Context: an optimization exercise on an open-source flow, tuned for small area. The choices shown serve that exercise and are no tape-out recipe.
Function was checked by simulation only, so behaviour that the tests miss may differ from the original.
Power and IR drop assume default switching activity.

==> flow/run.sh <==
#!/bin/bash
# synth_recipe.tcl (not shown) runs the flow's synth.tcl, then flattens the netlist and writes it again
# the make line also repeats each setting of config.mk as NAME=value (left out here)
make -C /OpenROAD-flow-scripts/flow DESIGN_CONFIG=/design/flow/config.mk WORK_HOME=/design/flow/orfs CLKGATE_MAP_FILE= SYNTH_SCRIPT=/design/flow/synth_recipe.tcl finish
==> flow/config.mk <==
export PLATFORM = sky130hd
export DESIGN_NAME = top
export DESIGN_NICKNAME = top
export VERILOG_FILES = /design/flow/design.v
export SDC_FILE = /design/flow/constraint.sdc
export NUM_CORES = 4
export LEC_CHECK = 0
export CAP_MARGIN = 20
export CORE_MARGIN = 2
export CORE_UTILIZATION = 40
export SLEW_MARGIN = 20
==> flow/constraint.sdc <==
create_clock -name core_clock -period 8.0 [get_ports {clk}]
set_input_delay 1.6000 -clock core_clock [delete_from_list [all_inputs] [get_ports {clk}]]
set_output_delay 1.6000 -clock core_clock [all_outputs]
set_load 0.01 [all_outputs]
==> flow/design.v <==
`timescale 1ns / 1ps
module dds_sincos_lut(
    input      [7:0] addr,
    output reg [7:0] sin_out,
    output reg [7:0] cos_out
    );
    always @(*)
    begin
        case (addr)
            8'd0: begin sin_out = 8'h02; cos_out = 8'h7f; end
            8'd1: begin sin_out = 8'h05; cos_out = 8'h7f; end
            8'd2: begin sin_out = 8'h08; cos_out = 8'h7f; end
            8'd3: begin sin_out = 8'h0b; cos_out = 8'h7f; end
            8'd4: begin sin_out = 8'h0e; cos_out = 8'h7e; end
            8'd5: begin sin_out = 8'h11; cos_out = 8'h7e; end
            8'd6: begin sin_out = 8'h14; cos_out = 8'h7d; end
            8'd7: begin sin_out = 8'h17; cos_out = 8'h7d; end
            8'd8: begin sin_out = 8'h1a; cos_out = 8'h7c; end
            8'd9: begin sin_out = 8'h1d; cos_out = 8'h7c; end
            8'd10: begin sin_out = 8'h20; cos_out = 8'h7b; end
            8'd11: begin sin_out = 8'h23; cos_out = 8'h7a; end
            8'd12: begin sin_out = 8'h26; cos_out = 8'h79; end
            8'd13: begin sin_out = 8'h29; cos_out = 8'h78; end
            8'd14: begin sin_out = 8'h2c; cos_out = 8'h77; end
            8'd15: begin sin_out = 8'h2f; cos_out = 8'h76; end
            8'd16: begin sin_out = 8'h32; cos_out = 8'h75; end
            8'd17: begin sin_out = 8'h35; cos_out = 8'h73; end
            8'd18: begin sin_out = 8'h38; cos_out = 8'h72; end
            8'd19: begin sin_out = 8'h3a; cos_out = 8'h71; end
            8'd20: begin sin_out = 8'h3d; cos_out = 8'h6f; end
            8'd21: begin sin_out = 8'h40; cos_out = 8'h6e; end
            8'd22: begin sin_out = 8'h43; cos_out = 8'h6c; end
            8'd23: begin sin_out = 8'h45; cos_out = 8'h6a; end
            8'd24: begin sin_out = 8'h48; cos_out = 8'h69; end
            8'd25: begin sin_out = 8'h4a; cos_out = 8'h67; end
            8'd26: begin sin_out = 8'h4d; cos_out = 8'h65; end
            8'd27: begin sin_out = 8'h4f; cos_out = 8'h63; end
            8'd28: begin sin_out = 8'h52; cos_out = 8'h61; end
            8'd29: begin sin_out = 8'h54; cos_out = 8'h5f; end
            8'd30: begin sin_out = 8'h56; cos_out = 8'h5d; end
            8'd31: begin sin_out = 8'h59; cos_out = 8'h5b; end
            8'd32: begin sin_out = 8'h5b; cos_out = 8'h59; end
            8'd33: begin sin_out = 8'h5d; cos_out = 8'h56; end
            8'd34: begin sin_out = 8'h5f; cos_out = 8'h54; end
            8'd35: begin sin_out = 8'h61; cos_out = 8'h52; end
            8'd36: begin sin_out = 8'h63; cos_out = 8'h4f; end
            8'd37: begin sin_out = 8'h65; cos_out = 8'h4d; end
            8'd38: begin sin_out = 8'h67; cos_out = 8'h4a; end
            8'd39: begin sin_out = 8'h69; cos_out = 8'h48; end
            8'd40: begin sin_out = 8'h6a; cos_out = 8'h45; end
            8'd41: begin sin_out = 8'h6c; cos_out = 8'h43; end
            8'd42: begin sin_out = 8'h6e; cos_out = 8'h40; end
            8'd43: begin sin_out = 8'h6f; cos_out = 8'h3d; end
            8'd44: begin sin_out = 8'h71; cos_out = 8'h3a; end
            8'd45: begin sin_out = 8'h72; cos_out = 8'h38; end
            8'd46: begin sin_out = 8'h73; cos_out = 8'h35; end
            8'd47: begin sin_out = 8'h75; cos_out = 8'h32; end
            8'd48: begin sin_out = 8'h76; cos_out = 8'h2f; end
            8'd49: begin sin_out = 8'h77; cos_out = 8'h2c; end
            8'd50: begin sin_out = 8'h78; cos_out = 8'h29; end
            8'd51: begin sin_out = 8'h79; cos_out = 8'h26; end
            8'd52: begin sin_out = 8'h7a; cos_out = 8'h23; end
            8'd53: begin sin_out = 8'h7b; cos_out = 8'h20; end
            8'd54: begin sin_out = 8'h7c; cos_out = 8'h1d; end
            8'd55: begin sin_out = 8'h7c; cos_out = 8'h1a; end
            8'd56: begin sin_out = 8'h7d; cos_out = 8'h17; end
            8'd57: begin sin_out = 8'h7d; cos_out = 8'h14; end
            8'd58: begin sin_out = 8'h7e; cos_out = 8'h11; end
            8'd59: begin sin_out = 8'h7e; cos_out = 8'h0e; end
            8'd60: begin sin_out = 8'h7f; cos_out = 8'h0b; end
            8'd61: begin sin_out = 8'h7f; cos_out = 8'h08; end
            8'd62: begin sin_out = 8'h7f; cos_out = 8'h05; end
            8'd63: begin sin_out = 8'h7f; cos_out = 8'h02; end
            8'd64: begin sin_out = 8'h7f; cos_out = 8'hfe; end
            8'd65: begin sin_out = 8'h7f; cos_out = 8'hfb; end
            8'd66: begin sin_out = 8'h7f; cos_out = 8'hf8; end
            8'd67: begin sin_out = 8'h7f; cos_out = 8'hf5; end
            8'd68: begin sin_out = 8'h7e; cos_out = 8'hf2; end
            8'd69: begin sin_out = 8'h7e; cos_out = 8'hef; end
            8'd70: begin sin_out = 8'h7d; cos_out = 8'hec; end
            8'd71: begin sin_out = 8'h7d; cos_out = 8'he9; end
            8'd72: begin sin_out = 8'h7c; cos_out = 8'he6; end
            8'd73: begin sin_out = 8'h7c; cos_out = 8'he3; end
            8'd74: begin sin_out = 8'h7b; cos_out = 8'he0; end
            8'd75: begin sin_out = 8'h7a; cos_out = 8'hdd; end
            8'd76: begin sin_out = 8'h79; cos_out = 8'hda; end
            8'd77: begin sin_out = 8'h78; cos_out = 8'hd7; end
            8'd78: begin sin_out = 8'h77; cos_out = 8'hd4; end
            8'd79: begin sin_out = 8'h76; cos_out = 8'hd1; end
            8'd80: begin sin_out = 8'h75; cos_out = 8'hce; end
            8'd81: begin sin_out = 8'h73; cos_out = 8'hcb; end
            8'd82: begin sin_out = 8'h72; cos_out = 8'hc8; end
            8'd83: begin sin_out = 8'h71; cos_out = 8'hc6; end
            8'd84: begin sin_out = 8'h6f; cos_out = 8'hc3; end
            8'd85: begin sin_out = 8'h6e; cos_out = 8'hc0; end
            8'd86: begin sin_out = 8'h6c; cos_out = 8'hbd; end
            8'd87: begin sin_out = 8'h6a; cos_out = 8'hbb; end
            8'd88: begin sin_out = 8'h69; cos_out = 8'hb8; end
            8'd89: begin sin_out = 8'h67; cos_out = 8'hb6; end
            8'd90: begin sin_out = 8'h65; cos_out = 8'hb3; end
            8'd91: begin sin_out = 8'h63; cos_out = 8'hb1; end
            8'd92: begin sin_out = 8'h61; cos_out = 8'hae; end
            8'd93: begin sin_out = 8'h5f; cos_out = 8'hac; end
            8'd94: begin sin_out = 8'h5d; cos_out = 8'haa; end
            8'd95: begin sin_out = 8'h5b; cos_out = 8'ha7; end
            8'd96: begin sin_out = 8'h59; cos_out = 8'ha5; end
            8'd97: begin sin_out = 8'h56; cos_out = 8'ha3; end
            8'd98: begin sin_out = 8'h54; cos_out = 8'ha1; end
            8'd99: begin sin_out = 8'h52; cos_out = 8'h9f; end
            8'd100: begin sin_out = 8'h4f; cos_out = 8'h9d; end
            8'd101: begin sin_out = 8'h4d; cos_out = 8'h9b; end
            8'd102: begin sin_out = 8'h4a; cos_out = 8'h99; end
            8'd103: begin sin_out = 8'h48; cos_out = 8'h97; end
            8'd104: begin sin_out = 8'h45; cos_out = 8'h96; end
            8'd105: begin sin_out = 8'h43; cos_out = 8'h94; end
            8'd106: begin sin_out = 8'h40; cos_out = 8'h92; end
            8'd107: begin sin_out = 8'h3d; cos_out = 8'h91; end
            8'd108: begin sin_out = 8'h3a; cos_out = 8'h8f; end
            8'd109: begin sin_out = 8'h38; cos_out = 8'h8e; end
            8'd110: begin sin_out = 8'h35; cos_out = 8'h8d; end
            8'd111: begin sin_out = 8'h32; cos_out = 8'h8b; end
            8'd112: begin sin_out = 8'h2f; cos_out = 8'h8a; end
            8'd113: begin sin_out = 8'h2c; cos_out = 8'h89; end
            8'd114: begin sin_out = 8'h29; cos_out = 8'h88; end
            8'd115: begin sin_out = 8'h26; cos_out = 8'h87; end
            8'd116: begin sin_out = 8'h23; cos_out = 8'h86; end
            8'd117: begin sin_out = 8'h20; cos_out = 8'h85; end
            8'd118: begin sin_out = 8'h1d; cos_out = 8'h84; end
            8'd119: begin sin_out = 8'h1a; cos_out = 8'h84; end
            8'd120: begin sin_out = 8'h17; cos_out = 8'h83; end
            8'd121: begin sin_out = 8'h14; cos_out = 8'h83; end
            8'd122: begin sin_out = 8'h11; cos_out = 8'h82; end
            8'd123: begin sin_out = 8'h0e; cos_out = 8'h82; end
            8'd124: begin sin_out = 8'h0b; cos_out = 8'h81; end
            8'd125: begin sin_out = 8'h08; cos_out = 8'h81; end
            8'd126: begin sin_out = 8'h05; cos_out = 8'h81; end
            8'd127: begin sin_out = 8'h02; cos_out = 8'h81; end
            8'd128: begin sin_out = 8'hfe; cos_out = 8'h81; end
            8'd129: begin sin_out = 8'hfb; cos_out = 8'h81; end
            8'd130: begin sin_out = 8'hf8; cos_out = 8'h81; end
            8'd131: begin sin_out = 8'hf5; cos_out = 8'h81; end
            8'd132: begin sin_out = 8'hf2; cos_out = 8'h82; end
            8'd133: begin sin_out = 8'hef; cos_out = 8'h82; end
            8'd134: begin sin_out = 8'hec; cos_out = 8'h83; end
            8'd135: begin sin_out = 8'he9; cos_out = 8'h83; end
            8'd136: begin sin_out = 8'he6; cos_out = 8'h84; end
            8'd137: begin sin_out = 8'he3; cos_out = 8'h84; end
            8'd138: begin sin_out = 8'he0; cos_out = 8'h85; end
            8'd139: begin sin_out = 8'hdd; cos_out = 8'h86; end
            8'd140: begin sin_out = 8'hda; cos_out = 8'h87; end
            8'd141: begin sin_out = 8'hd7; cos_out = 8'h88; end
            8'd142: begin sin_out = 8'hd4; cos_out = 8'h89; end
            8'd143: begin sin_out = 8'hd1; cos_out = 8'h8a; end
            8'd144: begin sin_out = 8'hce; cos_out = 8'h8b; end
            8'd145: begin sin_out = 8'hcb; cos_out = 8'h8d; end
            8'd146: begin sin_out = 8'hc8; cos_out = 8'h8e; end
            8'd147: begin sin_out = 8'hc6; cos_out = 8'h8f; end
            8'd148: begin sin_out = 8'hc3; cos_out = 8'h91; end
            8'd149: begin sin_out = 8'hc0; cos_out = 8'h92; end
            8'd150: begin sin_out = 8'hbd; cos_out = 8'h94; end
            8'd151: begin sin_out = 8'hbb; cos_out = 8'h96; end
            8'd152: begin sin_out = 8'hb8; cos_out = 8'h97; end
            8'd153: begin sin_out = 8'hb6; cos_out = 8'h99; end
            8'd154: begin sin_out = 8'hb3; cos_out = 8'h9b; end
            8'd155: begin sin_out = 8'hb1; cos_out = 8'h9d; end
            8'd156: begin sin_out = 8'hae; cos_out = 8'h9f; end
            8'd157: begin sin_out = 8'hac; cos_out = 8'ha1; end
            8'd158: begin sin_out = 8'haa; cos_out = 8'ha3; end
            8'd159: begin sin_out = 8'ha7; cos_out = 8'ha5; end
            8'd160: begin sin_out = 8'ha5; cos_out = 8'ha7; end
            8'd161: begin sin_out = 8'ha3; cos_out = 8'haa; end
            8'd162: begin sin_out = 8'ha1; cos_out = 8'hac; end
            8'd163: begin sin_out = 8'h9f; cos_out = 8'hae; end
            8'd164: begin sin_out = 8'h9d; cos_out = 8'hb1; end
            8'd165: begin sin_out = 8'h9b; cos_out = 8'hb3; end
            8'd166: begin sin_out = 8'h99; cos_out = 8'hb6; end
            8'd167: begin sin_out = 8'h97; cos_out = 8'hb8; end
            8'd168: begin sin_out = 8'h96; cos_out = 8'hbb; end
            8'd169: begin sin_out = 8'h94; cos_out = 8'hbd; end
            8'd170: begin sin_out = 8'h92; cos_out = 8'hc0; end
            8'd171: begin sin_out = 8'h91; cos_out = 8'hc3; end
            8'd172: begin sin_out = 8'h8f; cos_out = 8'hc6; end
            8'd173: begin sin_out = 8'h8e; cos_out = 8'hc8; end
            8'd174: begin sin_out = 8'h8d; cos_out = 8'hcb; end
            8'd175: begin sin_out = 8'h8b; cos_out = 8'hce; end
            8'd176: begin sin_out = 8'h8a; cos_out = 8'hd1; end
            8'd177: begin sin_out = 8'h89; cos_out = 8'hd4; end
            8'd178: begin sin_out = 8'h88; cos_out = 8'hd7; end
            8'd179: begin sin_out = 8'h87; cos_out = 8'hda; end
            8'd180: begin sin_out = 8'h86; cos_out = 8'hdd; end
            8'd181: begin sin_out = 8'h85; cos_out = 8'he0; end
            8'd182: begin sin_out = 8'h84; cos_out = 8'he3; end
            8'd183: begin sin_out = 8'h84; cos_out = 8'he6; end
            8'd184: begin sin_out = 8'h83; cos_out = 8'he9; end
            8'd185: begin sin_out = 8'h83; cos_out = 8'hec; end
            8'd186: begin sin_out = 8'h82; cos_out = 8'hef; end
            8'd187: begin sin_out = 8'h82; cos_out = 8'hf2; end
            8'd188: begin sin_out = 8'h81; cos_out = 8'hf5; end
            8'd189: begin sin_out = 8'h81; cos_out = 8'hf8; end
            8'd190: begin sin_out = 8'h81; cos_out = 8'hfb; end
            8'd191: begin sin_out = 8'h81; cos_out = 8'hfe; end
            8'd192: begin sin_out = 8'h81; cos_out = 8'h02; end
            8'd193: begin sin_out = 8'h81; cos_out = 8'h05; end
            8'd194: begin sin_out = 8'h81; cos_out = 8'h08; end
            8'd195: begin sin_out = 8'h81; cos_out = 8'h0b; end
            8'd196: begin sin_out = 8'h82; cos_out = 8'h0e; end
            8'd197: begin sin_out = 8'h82; cos_out = 8'h11; end
            8'd198: begin sin_out = 8'h83; cos_out = 8'h14; end
            8'd199: begin sin_out = 8'h83; cos_out = 8'h17; end
            8'd200: begin sin_out = 8'h84; cos_out = 8'h1a; end
            8'd201: begin sin_out = 8'h84; cos_out = 8'h1d; end
            8'd202: begin sin_out = 8'h85; cos_out = 8'h20; end
            8'd203: begin sin_out = 8'h86; cos_out = 8'h23; end
            8'd204: begin sin_out = 8'h87; cos_out = 8'h26; end
            8'd205: begin sin_out = 8'h88; cos_out = 8'h29; end
            8'd206: begin sin_out = 8'h89; cos_out = 8'h2c; end
            8'd207: begin sin_out = 8'h8a; cos_out = 8'h2f; end
            8'd208: begin sin_out = 8'h8b; cos_out = 8'h32; end
            8'd209: begin sin_out = 8'h8d; cos_out = 8'h35; end
            8'd210: begin sin_out = 8'h8e; cos_out = 8'h38; end
            8'd211: begin sin_out = 8'h8f; cos_out = 8'h3a; end
            8'd212: begin sin_out = 8'h91; cos_out = 8'h3d; end
            8'd213: begin sin_out = 8'h92; cos_out = 8'h40; end
            8'd214: begin sin_out = 8'h94; cos_out = 8'h43; end
            8'd215: begin sin_out = 8'h96; cos_out = 8'h45; end
            8'd216: begin sin_out = 8'h97; cos_out = 8'h48; end
            8'd217: begin sin_out = 8'h99; cos_out = 8'h4a; end
            8'd218: begin sin_out = 8'h9b; cos_out = 8'h4d; end
            8'd219: begin sin_out = 8'h9d; cos_out = 8'h4f; end
            8'd220: begin sin_out = 8'h9f; cos_out = 8'h52; end
            8'd221: begin sin_out = 8'ha1; cos_out = 8'h54; end
            8'd222: begin sin_out = 8'ha3; cos_out = 8'h56; end
            8'd223: begin sin_out = 8'ha5; cos_out = 8'h59; end
            8'd224: begin sin_out = 8'ha7; cos_out = 8'h5b; end
            8'd225: begin sin_out = 8'haa; cos_out = 8'h5d; end
            8'd226: begin sin_out = 8'hac; cos_out = 8'h5f; end
            8'd227: begin sin_out = 8'hae; cos_out = 8'h61; end
            8'd228: begin sin_out = 8'hb1; cos_out = 8'h63; end
            8'd229: begin sin_out = 8'hb3; cos_out = 8'h65; end
            8'd230: begin sin_out = 8'hb6; cos_out = 8'h67; end
            8'd231: begin sin_out = 8'hb8; cos_out = 8'h69; end
            8'd232: begin sin_out = 8'hbb; cos_out = 8'h6a; end
            8'd233: begin sin_out = 8'hbd; cos_out = 8'h6c; end
            8'd234: begin sin_out = 8'hc0; cos_out = 8'h6e; end
            8'd235: begin sin_out = 8'hc3; cos_out = 8'h6f; end
            8'd236: begin sin_out = 8'hc6; cos_out = 8'h71; end
            8'd237: begin sin_out = 8'hc8; cos_out = 8'h72; end
            8'd238: begin sin_out = 8'hcb; cos_out = 8'h73; end
            8'd239: begin sin_out = 8'hce; cos_out = 8'h75; end
            8'd240: begin sin_out = 8'hd1; cos_out = 8'h76; end
            8'd241: begin sin_out = 8'hd4; cos_out = 8'h77; end
            8'd242: begin sin_out = 8'hd7; cos_out = 8'h78; end
            8'd243: begin sin_out = 8'hda; cos_out = 8'h79; end
            8'd244: begin sin_out = 8'hdd; cos_out = 8'h7a; end
            8'd245: begin sin_out = 8'he0; cos_out = 8'h7b; end
            8'd246: begin sin_out = 8'he3; cos_out = 8'h7c; end
            8'd247: begin sin_out = 8'he6; cos_out = 8'h7c; end
            8'd248: begin sin_out = 8'he9; cos_out = 8'h7d; end
            8'd249: begin sin_out = 8'hec; cos_out = 8'h7d; end
            8'd250: begin sin_out = 8'hef; cos_out = 8'h7e; end
            8'd251: begin sin_out = 8'hf2; cos_out = 8'h7e; end
            8'd252: begin sin_out = 8'hf5; cos_out = 8'h7f; end
            8'd253: begin sin_out = 8'hf8; cos_out = 8'h7f; end
            8'd254: begin sin_out = 8'hfb; cos_out = 8'h7f; end
            8'd255: begin sin_out = 8'hfe; cos_out = 8'h7f; end
            default: begin sin_out = 8'h00; cos_out = 8'h00; end
        endcase
    end
endmodule
`timescale 1ns / 1ps
module dds_config_gen(
    input [26:0] freq_config,
    input [26:0] phas_config,
    output [63:0] m_axis_config_tdata,
    output m_axis_config_tvalid
    );
    assign m_axis_config_tdata = { 10'b0, phas_config, freq_config};
    assign m_axis_config_tvalid = 1'b1;
endmodule
`timescale 1ns / 1ps
module dds_compiler(
    input         aclk,
    input         rst,
    input  [63:0] s_axis_config_tdata,
    input         s_axis_config_tvalid,
    output [15:0] m_axis_data_tdata,
    output        m_axis_data_tvalid
    );
    reg  [26:0] pinc;
    reg  [26:0] poff;
    reg  [26:0] acc;
    reg  [26:0] phase;
    reg  [7:0]  sin_r;
    reg  [7:0]  cos_r;
    wire [7:0]  sin_w;
    wire [7:0]  cos_w;
    always @(posedge aclk)
    begin
        if (s_axis_config_tvalid)
        begin
            pinc <= s_axis_config_tdata[26:0];
            poff <= s_axis_config_tdata[53:27];
        end
    end
    always @(posedge aclk)
    begin
        if (rst)
            acc <= 27'd0;
        else
            acc <= acc + pinc;
    end
    always @(posedge aclk)
    begin
        phase <= acc + poff;
    end
    dds_sincos_lut lut(
        .addr(phase[26:19]),
        .sin_out(sin_w),
        .cos_out(cos_w)
    );
    always @(posedge aclk)
    begin
        sin_r <= sin_w;
        cos_r <= cos_w;
    end
    assign m_axis_data_tdata  = {sin_r, cos_r};
    assign m_axis_data_tvalid = 1'b1;
endmodule
`timescale 1ns / 1ps
module cplx_sep(
    input clk,
    input [15:0] s_axis_data_tdata,
    input s_axis_data_tvalid,
    output reg [7:0] q_out,
    output reg [7:0] i_out
    );
    always @ (posedge clk)
    begin
        if (s_axis_data_tvalid)
        begin
            q_out <= s_axis_data_tdata[15:8];
            i_out <= s_axis_data_tdata[7:0];
        end
    end
endmodule
`timescale 1ns / 1ps
module c_counter_binary #(
    parameter WIDTH = 14,
    parameter INCR  = 1
    )(
    input                  CLK,
    input                  SCLR,
    output reg [WIDTH-1:0] Q
    );
    always @(posedge CLK)
    begin
        if (SCLR)
            Q <= {WIDTH{1'b0}};
        else
            Q <= Q + INCR;
    end
endmodule
`timescale 1ns / 1ps
module mult_gen(
    input             CLK,
    input      [13:0] A,
    input      [7:0]  B,
    output reg [12:0] P
    );
    wire signed [22:0] prod = $signed({1'b0, A}) * $signed(B);
    always @(posedge CLK)
    begin
        P <= prod[21:9];
    end
endmodule
`timescale 1ns / 1ps
module c_addsub(
    input             CLK,
    input      [12:0] A,
    input      [12:0] B,
    output reg [13:0] S
    );
    always @(posedge CLK)
    begin
        S <= {A[12], A} + {B[12], B};
    end
endmodule
`timescale 1ns / 1ps
module top(
    input         clk,
    input         rst,
    input  [26:0] freq_config,
    input  [26:0] phas_config,
    output [13:0] S
    );
    wire [63:0] config_tdata;
    wire        config_tvalid;
    wire [15:0] dds_tdata;
    wire        dds_tvalid;
    wire [7:0]  i_out;
    wire [7:0]  q_out;
    wire [13:0] cnt_i;
    wire [13:0] cnt_q;
    wire [12:0] p_i;
    wire [12:0] p_q;
    dds_config_gen dds_config_gen_0(
        .freq_config(freq_config),
        .phas_config(phas_config),
        .m_axis_config_tdata(config_tdata),
        .m_axis_config_tvalid(config_tvalid)
    );
    dds_compiler dds_compiler_0(
        .aclk(clk),
        .rst(rst),
        .s_axis_config_tdata(config_tdata),
        .s_axis_config_tvalid(config_tvalid),
        .m_axis_data_tdata(dds_tdata),
        .m_axis_data_tvalid(dds_tvalid)
    );
    cplx_sep cplx_sep_0(
        .clk(clk),
        .s_axis_data_tdata(dds_tdata),
        .s_axis_data_tvalid(dds_tvalid),
        .q_out(q_out),
        .i_out(i_out)
    );
    c_counter_binary #(.WIDTH(14), .INCR(11)) c_counter_binary_i(
        .CLK(clk),
        .SCLR(rst),
        .Q(cnt_i)
    );
    c_counter_binary #(.WIDTH(14), .INCR(13)) c_counter_binary_q(
        .CLK(clk),
        .SCLR(rst),
        .Q(cnt_q)
    );
    mult_gen mult_gen_i(
        .CLK(clk),
        .A(cnt_i),
        .B(i_out),
        .P(p_i)
    );
    mult_gen mult_gen_q(
        .CLK(clk),
        .A(cnt_q),
        .B(q_out),
        .P(p_q)
    );
    c_addsub c_addsub_0(
        .CLK(clk),
        .A(p_q),
        .B(p_i),
        .S(S)
    );
endmodule
==> notes.md <==
==> cell usage after synthesis, drive strengths merged (3+ instances only) <==
| master | instances | share of area (%) |
|---|---|---|
| o311ai | 5 | 0.38 |
| and3 | 19 | 0.75 |
| dfxtp | 189 | 24 |
| a211oi | 14 | 0.66 |
| xnor2 | 51 | 2.8 |
| a41oi | 3 | 0.17 |
| nand4 | 13 | 0.51 |
| a211o | 4 | 0.22 |
| a21oi | 106 | 3.4 |
| nand3 | 22 | 0.69 |
| nor3 | 23 | 0.72 |
| a21boi | 3 | 0.14 |
| nor4 | 3 | 0.12 |
| o31ai | 5 | 0.24 |
| clkbuf | 77 | 1.8 |
| mux2i | 19 | 1.2 |
| or2 | 13 | 0.51 |
| and2 | 150 | 5.9 |
| nand2b | 17 | 0.67 |
| o22ai | 5 | 0.20 |
| o21ai | 80 | 2.5 |
| xor2 | 29 | 1.6 |
| inv | 211 | 5.0 |
| a221oi | 6 | 0.37 |
| buf | 16 | 0.40 |
| a31oi | 13 | 0.51 |
| nor2b | 19 | 0.75 |
| o21a | 17 | 0.80 |
| nand2 | 125 | 2.9 |
| or3 | 7 | 0.27 |
| o211ai | 11 | 0.52 |
| nor2 | 139 | 3.3 |
| o31a | 5 | 0.28 |
| mux2 | 4 | 0.28 |
| o21bai | 13 | 0.61 |
| a311oi | 4 | 0.22 |
| fa | 144 | 18 |
| a21o | 31 | 1.5 |
| ha | 177 | 14 |
==> registers in the layout, indices dropped and copies added (netlist names), 13 cells and up <==
signal and cells:
c_addsub_0.S 14, c_counter_binary_i.Q 14, c_counter_binary_q.Q 14, dds_compiler_0.acc 27, dds_compiler_0.pinc 27, dds_compiler_0.poff 27
mult_gen_i.P 13, mult_gen_q.P 13
==> critical path, cell delays in order (launching register included) <==
cell      delay (ns)
dfxtp_1         0.60
nand2_1         0.14
fa_1            0.50
fa_1            0.58
inv_1           0.06
fa_1            0.50
fa_1            0.50
ha_1            0.24
nor2_1          0.10
o311ai_0        0.20
a41oi_1         0.59
o31a_2          0.30
o21ai_2         0.11
or3_1           0.32
a31oi_1         0.20
xnor2_1         0.14
==> metrics by stage <==
stage	setup slack (ns)	util (%)
after CTS	2.83	44.5
after global placement	2.99	42.9
final	2.85	44.5
after global routing	2.63	44.5
after detailed placement	2.83	42.9
after floorplan	3.25	-
==> layout make-up <==
type                            instances  area, um^2  area share, %
Multi-Input combinational cell       1323       11000           62.5
Sequential cell                       189        3780           21.5
Inverter                              213         800           4.54
Clock buffer                           17         425           2.42
Clock inverter                         15         199           1.13
Tap cell                              525         657           3.73
Timing Repair Buffer                   76         738           4.20
==> cells by family after synthesis <==
kind of cell	Yosys count	share of synthesized area [%]
compound gates	344	13.8
fa+ha+maj	321	32.0
buf+inv	306	7.24
xor+xnor	80	4.40
mux	23	1.48
simple gates	555	17.4
flops	189	23.8
==> final timing paths <==
| kind | slack, ns | end | startpoint |
|---|---|---|---|
| setup reg to reg | 2.85 | mult_gen_q.P[12] | cplx_sep_0.q_out[6] |
| setup / recovery | 2.85 | mult_gen_q.P[12] | cplx_sep_0.q_out[6] |
| hold reg to reg | 0.33 | cplx_sep_0.i_out[0] | dds_compiler_0.cos_r[0] |
| hold / removal | 0.33 | cplx_sep_0.i_out[0] | dds_compiler_0.cos_r[0] |
==> power by group <==
part           internal [mW]  leakage [nW]  total, mW  switching [mW]
Sequential              1.26          1.58       1.57           0.303
Clock                  0.454         0.305      0.875           0.422
Combinational           1.74          6.43       4.10            2.37
==> per-layer routing <==
layer	GRT usage, %	part of all wire (%)
met5	0	0
met3	2.51	3.2
met2	28.9	47
met1	23.1	48
met4	4.28	1.3
==> layout by cell type (no fill, tap or decap), drive strengths merged, types with 5 or more instances in the layout <==
master	instances
clkinv	10
xnor2	51
clkbuf	17
fa	144
ha	177
or2	13
nand3	22
a21oi	106
a31oi	13
and2	150
o311ai	5
and3	19
or3	7
o211ai	11
o21a	17
a211oi	14
nor3	23
inv	217
xor2	29
nor2	139
mux2i	19
nor2b	19
o21bai	13
o22ai	5
nand2	125
o31a	5
o21ai	80
buf	8
dfxtp	189
o31ai	5
a21o	31
a221oi	6
nand4	13
clkdlybuf4s50	68
nand2b	17
==> notes.md <==
core area - 39500 um^2
LEAKAGE - 8.32 nW
Layout Nets - 2197
RSZ-0062 raised after global routing - false
Slew headroom - 43.7%
initial antenna violation count - 0
drt pass-1 iters - 5
clock transition at the registers of the reported paths - 0.08 ns
Setup Skew - 0.0256 ns
GP Congestion - 0.869
post-synth cell types - 63
number of flops mapped to enable cells by yosys - 0
final std cells w/o fill - 2358
flops & latches, synth - 189
ant diodes - 0
Tcrit/Tclk final - 64.3%
Max Slew Vio Count - 0
critical path class - register to register
Tmin final - 5.15 ns
Die X - 204 um
max cap viols - 0
routed vias - 12000
clk sinks - 189
setup bufs post-CTS - 0
crit start category - register
Worst EP required - 8.38 ns
Area growth syn-to-layout - 10.5%
gr usage total - 17.1%
Max Buffers Root-to-Sink - 2
Setup-failing EPs final - 0
syn_area_per_cell - 8.76 um^2
final hold vios - 0
Post-synth ARST share - 0%
CTS Buf Count - 17
VDD IR max - 0.236 mV
final WL - 34000 um
Detailed Place HPWL - 26100 um
Mapped Area - 15900 um^2
design area - 17600 um^2
share of cells above drive strength 1 - 3.55%
detailed-route vias per instance - 5.09
die height - 204 um
Synthesis Warnings - 7
port bufs - 69
FF-to-FF path depth - 15
Slew @ Worst Pin - 0.839 ns
row cnt - 73
full die area - 41400 um^2
DRT iter0 DRCs - 751
first-pass GRT wire length - 58100 um
hold_buf cts - 0
WHS Path Cells - 0
TritonCTS clock tree - yes
largest net degree at the start of global routing - 66
placed instance area - 17000 um^2
IO Pins - 70
worst hold path class - register to register
Initial Util - 40.3%
Routed Antenna Nets - 0
CTS HTree Levels - 4
Power Total - 6.55 mW
main flop type after synthesis - dfxtp_1
status - complete, no violations
Setup TNS - 0 ns
grt ovf - 0
vias in the first global route - 12000
worst hold slack - 0.326 ns
fillcell total - 3811
Post-CTS Resized - 0
post-synthesis instance total - 1818
crit path max fanout - 14
Fmax - 194 MHz
CP endpoint kind - register
CP arrival - 5.52 ns
Seq/Total Area, Yosys - 23.8%
Root Buffer - clkbuf_16
Routed WL per cell - 14.4 um
# DRC - 0
Clock Latency Late Sink - 0.46 ns
pwr dens - 372 nW/um^2
Post-Syn Nets - 2195
placed insts - 2326

==> port drivers added, routing unchanged <==
Ports are ideal in the flow. The routed layout listed here was re-timed in OpenROAD.
Step 1 (the two cells are an assumption about what drives the block):
set clk [get_ports {clk}]
set_driving_cell -lib_cell sky130_fd_sc_hd__clkbuf_16 $clk
set_driving_cell -lib_cell sky130_fd_sc_hd__buf_2 [delete_from_list [all_inputs] $clk]
Step 2 adds t to the input delays and takes it off the output delays; t is the mean of the earliest and latest rising clock arrival at the registers after step 1. Input paths then give back, and output paths get back, about the clock's delay inside the block.
Slacks: ideal ports / drivers / drivers and shift; pairs: ideal ports / drivers.
t, ns: 0.492
slack for setup (ns): 2.854 / 2.854 / 2.854
slew at the worst register clock pin (ns): 0.09 / 0.09
pins driven straight from the clock port: 1
After both steps this run still meets setup and hold. The setup slack of this run moves by 0.000 ns with the drivers and by 0.000 ns with both steps.
